This design comes from an exercise in tuning for small area and a short achievable clock period on the open sky130 flow, not from production work. Function was checked by simulation only, so behaviour that the tests miss may differ from the original.

==> flow/design.v, too long to show whole: its modules and the start of the top module <==
// module fir_csel7: 41 lines
// module fir_csel4: 29 lines
// module fir_fa: 10 lines
// module fir_add19: 7 lines
// module fir_pfx19: 46 lines
// module fir_ha: 9 lines
// module fir_hac: 9 lines
// module fir_lutn: 13 lines
// module fir_lutp: 13 lines
// module fir_aoi22: 9 lines
// module fir_parallel: 2135 lines
module fir_parallel (
  input [15:0] i_data,
  input [63:0] i_coeffs,
  input i_clock,
  output [37:0] o_data
);
  // ...
==> flow/flow/run.sh <==
#!/bin/bash
# Layout flow: the standard ORFS flow (standard.sh, unchanged synthesis),
# with these changes after synthesis:
#  - after floorplan, every combinational cell gets the smallest drive
#    strength of its family (flow/downsize.tcl);
#  - timing repair aims at a setup slack of SETUP_MARGIN ns instead of 0, so the
#    resizer speeds up the paths that set the achieved period;
#  - the port buffers are plain buf_1 cells instead of the delay cell that
#    buffer_ports picks by default (repair may upsize them).
# Each step's full output goes to its own log file in this folder.
set -euo pipefail
SETUP_MARGIN=9.2
HERE=$(pwd)
bash standard.sh synth > log_1_synth.txt 2>&1
bash standard.sh \
  "POST_FLOORPLAN_TCL=${HERE}/flow/downsize.tcl" \
  "SETUP_SLACK_MARGIN=${SETUP_MARGIN}" \
  "BUFFER_PORTS_ARGS=-buffer_cell sky130_fd_sc_hd__buf_1" \
  finish > log_2_layout.txt 2>&1
==> flow/flow/downsize.tcl <==
# Run after floorplan: give every combinational cell the smallest-area drive
# strength of its family (synthesis sizes each small module for speed against a
# default load); the later timing repair upsizes the cells on critical paths.
set block [ord::get_db_block]
set db [ord::get_db]
set swapped 0
foreach inst [$block getInsts] {
  set cur [$inst getMaster]
  set name [$cur getName]
  if {![regexp {^sky130_fd_sc_hd__([a-z0-9]+)_(\d+)$} $name -> fam sz]} { continue }
  if {[string match "df*" $fam] || [string match "*clk*" $fam] || [string match "*dly*" $fam]
      || $fam eq "conb" || [string match "tap*" $fam] || [string match "fill*" $fam]
      || [string match "decap*" $fam]} { continue }
  set best ""
  set barea 0
  foreach s {1 0 2 4} {
    set m [$db findMaster "sky130_fd_sc_hd__${fam}_$s"]
    if {$m eq "NULL" || $m eq ""} { continue }
    set a [expr {[$m getWidth] * [$m getHeight]}]
    if {$best eq "" || $a < $barea} {
      set best $m
      set barea $a
    }
  }
  if {$best ne "" && [$best getName] ne $name} {
    if {[$inst swapMaster $best]} { incr swapped }
  }
}
puts "downsize: swapped $swapped instances to their smallest drive strength"
==> flow/standard.sh <==
#!/bin/bash
# synth_recipe.tcl (not shown) runs the flow's synth.tcl, then flattens the netlist and writes it again
# the make line also repeats each setting of config.mk as NAME=value (left out here)
make -C /OpenROAD-flow-scripts/flow DESIGN_CONFIG=/design/flow/config.mk WORK_HOME=/design/flow/orfs CLKGATE_MAP_FILE= SYNTH_SCRIPT=/design/flow/synth_recipe.tcl "${@:-finish}"
==> flow/config.mk <==
export PLATFORM = sky130hd
export DESIGN_NAME = fir_parallel
export DESIGN_NICKNAME = fir_parallel
export VERILOG_FILES = /design/flow/design.v
export SDC_FILE = /design/flow/constraint.sdc
export NUM_CORES = 4
export LEC_CHECK = 0
export CAP_MARGIN = 20
export CORE_MARGIN = 2
export CORE_UTILIZATION = 55
export CTS_BUF_LIST = sky130_fd_sc_hd__clkbuf_16
export CTS_CLUSTER_DIAMETER = 100
export CTS_CLUSTER_SIZE = 30
export SLEW_MARGIN = 20
export SYNTH_HIERARCHICAL = 1
export SYNTH_MINIMUM_KEEP_SIZE = 0
==> flow/constraint.sdc <==
create_clock -name core_clock -period 14.0 [get_ports {i_clock}]
set_input_delay 2.8000 -clock core_clock [delete_from_list [all_inputs] [get_ports {i_clock}]]
set_output_delay 2.8000 -clock core_clock [all_outputs]
set_load 0.01 [all_outputs]
==> run summary, run 1 <==
• status: no timing/DRC/antenna violations
• io pins: 119
• slowest stage cell, crit path: sky130_fd_sc_hd__nor2b_1
• count of TritonRoute iterations in the first routing pass: 11
• Tightest Pin Transition: 1040 ps
• met3 usage: 7.269%
• Max-slew headroom: 30.59%
• core area: 62850 um2
• count of final setup violators: 0
• effective utilization at floorplan: 55.35%
• cell area after layout: 33380 um2
• die height: 255.5 um
• tap cells: 846
• layout overhead on the synthesized area: -4.039%
• clock network area share: 1.881%
• Hold Path Depth: 0
• CTS resizes: 87
• average cell area after synthesis: 13.36 um2
• antenna violation net count after detailed routing: 0
• total setup buffers inserted after CTS: 1
• number of cells on the critical path: 10
• clock tree from TritonCTS: built
• sum of overflow across all layers after global routing: 0
• metal2 WL: 47550 um
• Repair and plain buffers: 200
• post-place setup slack: 8844 ps
• CP Max Fanout: 9
• number of antenna violations at the first check in global routing: 1
• count of clock-net buffers in the final layout: 19
• Clock Latency Late Sink: 570 ps
• Num Clock Sinks: 292
• number of remaining DRC errors: 0
• ratio of final minimum period to clock period: 33.95%
• Port Buf Inserts: 118
• longest individual stage delay on the worst path: 560 ps
==> inputs of run 2 (changes only) <==
--- a/flow/flow/run.sh
+++ b/flow/flow/run.sh
@@ -9,7 +9,7 @@
 #    buffer_ports picks by default (repair may upsize them).
 # Each step's full output goes to its own log file in this folder.
 set -euo pipefail
-SETUP_MARGIN=9.2
+SETUP_MARGIN=9.3
 HERE=$(pwd)
 bash standard.sh synth > log_1_synth.txt 2>&1
 bash standard.sh \
--- a/flow/config.mk
+++ b/flow/config.mk
@@ -7,7 +7,7 @@
 export LEC_CHECK = 0
 export CAP_MARGIN = 20
 export CORE_MARGIN = 2
-export CORE_UTILIZATION = 55
+export CORE_UTILIZATION = 50
 export CTS_BUF_LIST = sky130_fd_sc_hd__clkbuf_16
 export CTS_CLUSTER_DIAMETER = 100
 export CTS_CLUSTER_SIZE = 30
==> run 2 against run 1 <==
Compared with the run above: still clean on timing, DRC and antenna; global-route usage down 0.34 points; non-clock buffer count up 23; cell count up 3.1%; clock-buffer cell count up 2; final area up 2.2%; worst setup slack better by 79 ps; critical path depth down 2; first-iteration DRC count down 9.1%; maximum frequency up 1.7%; largest cell class unchanged.
==> run summary, run 2 <==
• maximum clock frequency: 213.9 MHz, was 210.4 MHz
• Setup Total Neg Slack: 0 ps, unchanged
• die boundary width: 267.8 um, was 255.5 um
• number of remaining DRC errors: 0, unchanged
• Layout Skew: 31.52 ps, was 26.76 ps
• final slew viol count: 0, unchanged
• antenna violation net count after detailed routing: 0, unchanged
• number of antenna violations at the first check in global routing: 1, unchanged
• CP Launch Type: register, unchanged
• worst hold path type: register to register, unchanged
• global-route wire length before repair: 171300 um, was 162500 um
• number of global-route vias before repair: 25937, was 25452
• total routed wirelength: 116200 um, was 107500 um
• Tightest Pin Transition: 1052 ps, was 1040 ps
• Max-slew headroom: 29.77%, was 30.59%
• Num Clock Sinks: 292, unchanged
• half-perimeter wire length after placement: 83690 um, was 79430 um
• final number of hold-violating endpoints: 0, unchanged
• Clock Latency Late Sink: 600 ps, was 570 ps
• number of CTS-inserted buffers: 20, was 18
• mean routed wirelength per cell: 30.58 um, was 29.17 um
• count of final setup violators: 0, unchanged
• Placer Congestion: 0.9819, was 0.9129
• clock transition at the registers of the reported paths: 120 ps, about the same
• cell area after layout: 34120 um2, was 33380 um2
• critical path capture point type: register, unchanged
• CP arrival: 5140 ps, was 5200 ps
• count of standard-cell rows: 96, was 92
• count of yosys warnings during synthesis: 7, unchanged
• core area: 68710 um2, was 62850 um2
• total vias in the final route: 25126, was 24511
• post-route worst hold slack: 388.9 ps, was 378.9 ps
• dominant cell type by count on the critical path: sky130_fd_sc_hd__fa_1, unchanged
• number of cells produced by synthesis: 2604, unchanged
• via density per instance: 6.612, was 6.650
• number of DRC violations after detailed-routing iteration 0: 3106, was 3416
• max-cap violation count: 0, unchanged
• Hold Path Depth: 0, unchanged
• Port Buf Inserts: 118, unchanged
• die area: 71710 um2, was 65280 um2
• count of TritonRoute iterations in the first routing pass: 8, was 11
• status: no timing/DRC/antenna violations, unchanged
• layout overhead on the synthesized area: -1.935%, was -4.039%
• area of the mapped netlist: 34790 um2, unchanged
• unrepaired setup endpoints after global routing: yes, unchanged
• CTS H-tree depth: 1, unchanged
• delay-heaviest family, CP: adder cells, unchanged
• Core Util, Final: 49.66%, was 53.12%
• min Tclk post-route: 4674 ps, was 4754 ps
• slowest stage cell, crit path: sky130_fd_sc_hd__dfxtp_1, was sky130_fd_sc_hd__nor2b_1
• number of cells on the critical path: 8, was 10
• largest net degree at the start of global routing: 34, unchanged
• critical path required time: 14470 ps, was 14450 ps
• effective utilization at floorplan: 50.64%, was 55.35%
• ratio of final minimum period to clock period: 33.39%, was 33.95%
• worst-path cell chain: a21boi_1 -> fa_2 -> fa_1 -> fa_1 -> fa_1 -> fa_1 -> fa_1 -> fa_1, was nor2b_1 -> a22oi_1 -> a21bo_1 -> fa_1 -> fa_1 -> fa_1 -> fa_1 -> fa_1 -> fa_1 -> fa_1
• Crit Path Category: register to register, unchanged
• commonest non-fill, non-tap cells in the layout: sky130_fd_sc_hd__a22oi_1, sky130_fd_sc_hd__fa_1, sky130_fd_sc_hd__a21boi_1, unchanged
• fraction of layout instances using a drive strength above 1: 11.99%, was 9.331%
• FF-to-FF path depth: 8, was 10
• clock buffer depth: 3, unchanged
• CP Max Fanout: 16, was 9
• die height: 267.8 um, was 255.5 um
• average cell area after synthesis: 13.36 um2, unchanged
• root buffer selected by CTS: sky130_fd_sc_hd__clkbuf_16, unchanged
• most common library cell in the layout ignoring fill and taps: sky130_fd_sc_hd__a22oi_1, unchanged
• largest registers ranked by flip-flop count: p0_1_a x18, p1_1_a x18, unchanged
• standard cell area after detailed placement: 32160 um2, was 31980 um2
• crit path buf inv count: 0, unchanged
• sum of overflow across all layers after global routing: 0, unchanged
• total of hold buffers inserted after clock tree synthesis: 0, unchanged
• longest individual stage delay on the worst path: 970 ps, was 560 ps
• net count of the finished layout: 3585, was 3560
• clock tree from TritonCTS: built, unchanged
• Overall Global Routing Usage: 32.10%, was 32.44%
• io pins: 119, unchanged
## run 2: final cells by class
type / count / area [um2]
fill: 6235 / 34590
inverter: 105 / 394.1
clock buffer: 21 / 525.5
tap: 931 / 1165
sequential: 292 / 6026
clock inverter: 15 / 259.0
timing repair buffer: 223 / 1333
multi-input combinational: 2212 / 24410
antenna: 1 / 2.502
## run 2: worst reg2reg max path: stages (launching register included)
cell                       delay (ps)
sky130_fd_sc_hd__dfxtp_1          970
sky130_fd_sc_hd__a21boi_1         230
sky130_fd_sc_hd__fa_2             700
sky130_fd_sc_hd__fa_1             460
sky130_fd_sc_hd__fa_1             450
sky130_fd_sc_hd__fa_1             390
sky130_fd_sc_hd__fa_1             390
sky130_fd_sc_hd__fa_1             530
sky130_fd_sc_hd__fa_1             440
## run 2: what timing repair did
item / CTS / global route
buffers inserted: 1 / 38
pin swaps: 1 / 4
setup endpoints to repair: 52 / 42
hold endpoints to repair: 0 / 0
gates resized for setup: 135 / 170
gates cloned: 0 / 6
## run 2: path summary, 6_finish.rpt
kind / startpoint / end / slack (ps)
min reg2reg: s0[1] / s2[1] / 390
max reg2reg: cs1[4] / p1_1_b[10] / 9330
max: cs1[4] / p1_1_b[10] / 9330
min: s0[1] / s2[1] / 390
## run 2: metal layers
layer | GRT usage [%] | vias up | wire length [um] | share of wire, %
met3 | 7.532 | 378 | 12660 | 11
met4 | 11.70 | 2 | 5337 | 4.6
met1 | 42.90 | 12716 | 46160 | 40
li1 | - | 10256 | - | -
met2 | 50.99 | 1774 | 52030 | 45
met5 | 0 | - | 11 | 0.0095
## run 2: stage by stage
| stage | instances | setup WS [ps] |
|---|---|---|
| finish | 3800 | 9326 |
| global route | 3799 | 9268 |
| CTS | 3755 | 9235 |
| detailed placement | 3718 | 8877 |
| global placement | 3718 | 8881 |
| floorplan | 2623 | 9265 |
==> inputs of run 3 (changes only) <==
--- a/flow/flow/run.sh
+++ b/flow/flow/run.sh
@@ -9,7 +9,7 @@
 #    buffer_ports picks by default (repair may upsize them).
 # Each step's full output goes to its own log file in this folder.
 set -euo pipefail
-SETUP_MARGIN=9.3
+SETUP_MARGIN=9.2
 HERE=$(pwd)
 bash standard.sh synth > log_1_synth.txt 2>&1
 bash standard.sh \
==> run 3 against run 2 <==
Compared with the run above: first-iteration DRC count shrank 2.1%; cell count decreased by 0.79%; still clean on timing, DRC and antenna; clock skew down 6.1 ps; utilization decreased by 0.44 points; die area did not move; area after synthesis is the same; critical path depth up 4; largest cell class unchanged; clock-buffer cell count is the same; synthesized cell count unchanged; routed wire length shrank 2.3%.
==> run summary, run 3 <==
• status: no timing/DRC/antenna violations, unchanged
• CTS H-tree depth: 1, unchanged
• standard cell area after detailed placement: 32040 um2, was 32160 um2
• mean routed wirelength per cell: 30.11 um, was 30.58 um
• maximum clock frequency: 211.0 MHz, was 213.9 MHz
• post-place setup slack: 8877 ps, about the same
• Placer Congestion: 0.9563, was 0.9819
• commonest non-fill, non-tap cells in the layout: sky130_fd_sc_hd__a22oi_1, sky130_fd_sc_hd__fa_1, sky130_fd_sc_hd__a21boi_1, unchanged
• Clock Latency Late Sink: 600 ps, about the same
• via density per instance: 6.612, about the same
• Crit Path Category: register to register, unchanged
• layout overhead on the synthesized area: -2.812%, was -1.935%
• final slew viol count: 0, unchanged
• sum of overflow across all layers after global routing: 0, unchanged
• worst hold path type: register to register, unchanged
• FF-to-FF setup slack: 9260 ps, was 9330 ps
• fraction of layout instances using a drive strength above 1: 10.61%, was 11.99%
• clock tree from TritonCTS: built, unchanged
• number of CTS-inserted buffers: 21, was 20
• core area: 68710 um2, unchanged
• Tightest Pin Transition: 1083 ps, was 1052 ps
• worst-path cell chain: nor2b_1 -> buf_6 -> buf_4 -> a22oi_1 -> a21boi_1 -> fa_2 -> fa_1 -> fa_1 -> fa_1 -> fa_1 -> fa_1 -> fa_1, was a21boi_1 -> fa_2 -> fa_1 -> fa_1 -> fa_1 -> fa_1 -> fa_1 -> fa_1
• area of the mapped netlist: 34790 um2, unchanged
• CP arrival: 5190 ps, was 5140 ps
• total of hold buffers inserted after clock tree synthesis: 0, unchanged
• critical path capture point type: register, unchanged
• antenna violation net count after detailed routing: 0, unchanged
• critical path required time: 14450 ps, was 14470 ps
• area of the multi-input gates: 24360 um2, was 24410 um2
• most common library cell in the layout ignoring fill and taps: sky130_fd_sc_hd__a22oi_1, unchanged
• min Tclk post-route: 4740 ps, was 4674 ps
• unrepaired setup endpoints after global routing: yes, unchanged
• clock transition at the registers of the reported paths: 100 ps, was 120 ps
• Num Clock Sinks: 292, unchanged
• slack of the critical path: 9260 ps, was 9326 ps
• net count of the finished layout: 3554, was 3585
• clock buffer depth: 3, unchanged
• number of cells produced by synthesis: 2604, unchanged
• fill count: 6289, was 6235
• number of global-route vias before repair: 25501, was 25937
• longest individual stage delay on the worst path: 650 ps, was 970 ps
• largest net degree at the start of global routing: 34, unchanged
• CP Launch Type: register, unchanged
• Overall Global Routing Usage: 31.39%, was 32.10%
• half-perimeter wire length after placement: 83260 um, was 83690 um
• slowest stage cell, crit path: sky130_fd_sc_hd__fa_2, was sky130_fd_sc_hd__dfxtp_1
• die height: 267.8 um, unchanged
• footprint of the flip-flops and latches: 5986 um2, was 6026 um2
• total routed wirelength: 113500 um, was 116200 um
• io pins: 119, unchanged
• CP Max Fanout: 11, was 16
• cell area after layout: 33810 um2, was 34120 um2
• die area: 71710 um2, unchanged
• total vias in the final route: 24929, was 25126
• ratio of final minimum period to clock period: 33.86%, was 33.39%
• die boundary width: 267.8 um, unchanged
• Layout Skew: 25.47 ps, was 31.52 ps
• number of antenna violations at the first check in global routing: 3, was 1
• count of TritonRoute iterations in the first routing pass: 8, unchanged
• effective utilization at floorplan: 50.64%, unchanged
• count of final setup violators: 0, unchanged
• max-cap violation count: 0, unchanged
• Setup Total Neg Slack: 0 ps, unchanged
• number of remaining DRC errors: 0, unchanged
• count of standard-cell rows: 96, unchanged
• post-route worst hold slack: 390.4 ps, was 388.9 ps
• final number of hold-violating endpoints: 0, unchanged
• global-route wire length before repair: 168800 um, was 171300 um
• Max-slew headroom: 27.67%, was 29.77%
• Port Buf Inserts: 118, unchanged
• root buffer selected by CTS: sky130_fd_sc_hd__clkbuf_16, unchanged
• count of yosys warnings during synthesis: 7, unchanged
• largest registers ranked by flip-flop count: p0_1_a x18, p1_1_a x18, unchanged
• dominant cell type by count on the critical path: sky130_fd_sc_hd__fa_1, unchanged
• average cell area after synthesis: 13.36 um2, unchanged
• number of DRC violations after detailed-routing iteration 0: 3042, was 3106
## run 3: layout make-up
class                   count  area share, %
clock buffers              21          1.554
clock inverters            17         0.7179
repair buffers            190          3.367
diodes                      1       0.007401
inverters                 105          1.166
multi-input cells        2213          72.04
well taps                 931          3.445
flip-flops and latches    292          17.70
## run 3: path summary, 6_finish.rpt
path	start	endpoint	cells after the start
worst max-delay path	s2[3]	p0_1_b[10]	12
worst min-delay path	s0[3]	s2[3]	0
worst max register to register	s2[3]	p0_1_b[10]	12
worst min register to register	s0[3]	s2[3]	0
## run 3: metrics by stage
stage / cells / utilization, %
CTS: 3744 / 48.20
floorplan: 2623 / -
detailed placement: 3702 / 46.63
global route: 3769 / 49.21
global placement: 3702 / 46.63
finish: 3770 / 49.21
## run 3: routing by layer
metal  vias up  GRT usage [%]  wire (um)
met5         -              0          0
met1     12668          41.46      45000
li1      10198              -          -
met3       345          8.494      13260
met4         0          10.72       4656
met2      1718          49.89      50580
## run 3: timing repair
action,CTS,global route
setup buffers,4,22
gates cloned,0,3
pin swaps,0,5
setup endpoints to repair,47,39
resized for setup,111,157
## run 3: worst max-delay path, delay by kind of cell, from the launching register on
kind,cells,cell delay (ps)
fa+ha+maj,7,3300
flops,1,440
buf+inv,2,400
compound gates,2,270
simple gates,1,180

## what the ideal ports hide
In the flow no input, the clock included, has a driving cell. The finished layouts below were timed again as built, in two steps.
Step 1: set_driving_cell puts a clkbuf_16 on i_clock and a buf_2 on each other input, an assumption about the parent block.
Step 2 adds t to the input delays and takes it off the output delays; t is the mean of the earliest and latest rising clock arrival at the registers after step 1. Input paths then give back, and output paths get back, about the clock's delay inside the block.
Three values: ideal ports, drivers, drivers and shift; two values: the first two.
run	t (ns)	slack for setup (ns)	slew at the worst register clock pin (ns)
run 1	0.623	9.246 / 9.246 / 9.246	0.12 / 0.12
run 2	0.641	9.326 / 9.318 / 9.326	0.12 / 0.12
run 3	0.642	9.260 / 9.253 / 9.260	0.11 / 0.11
After both steps every run listed still meets setup and hold.
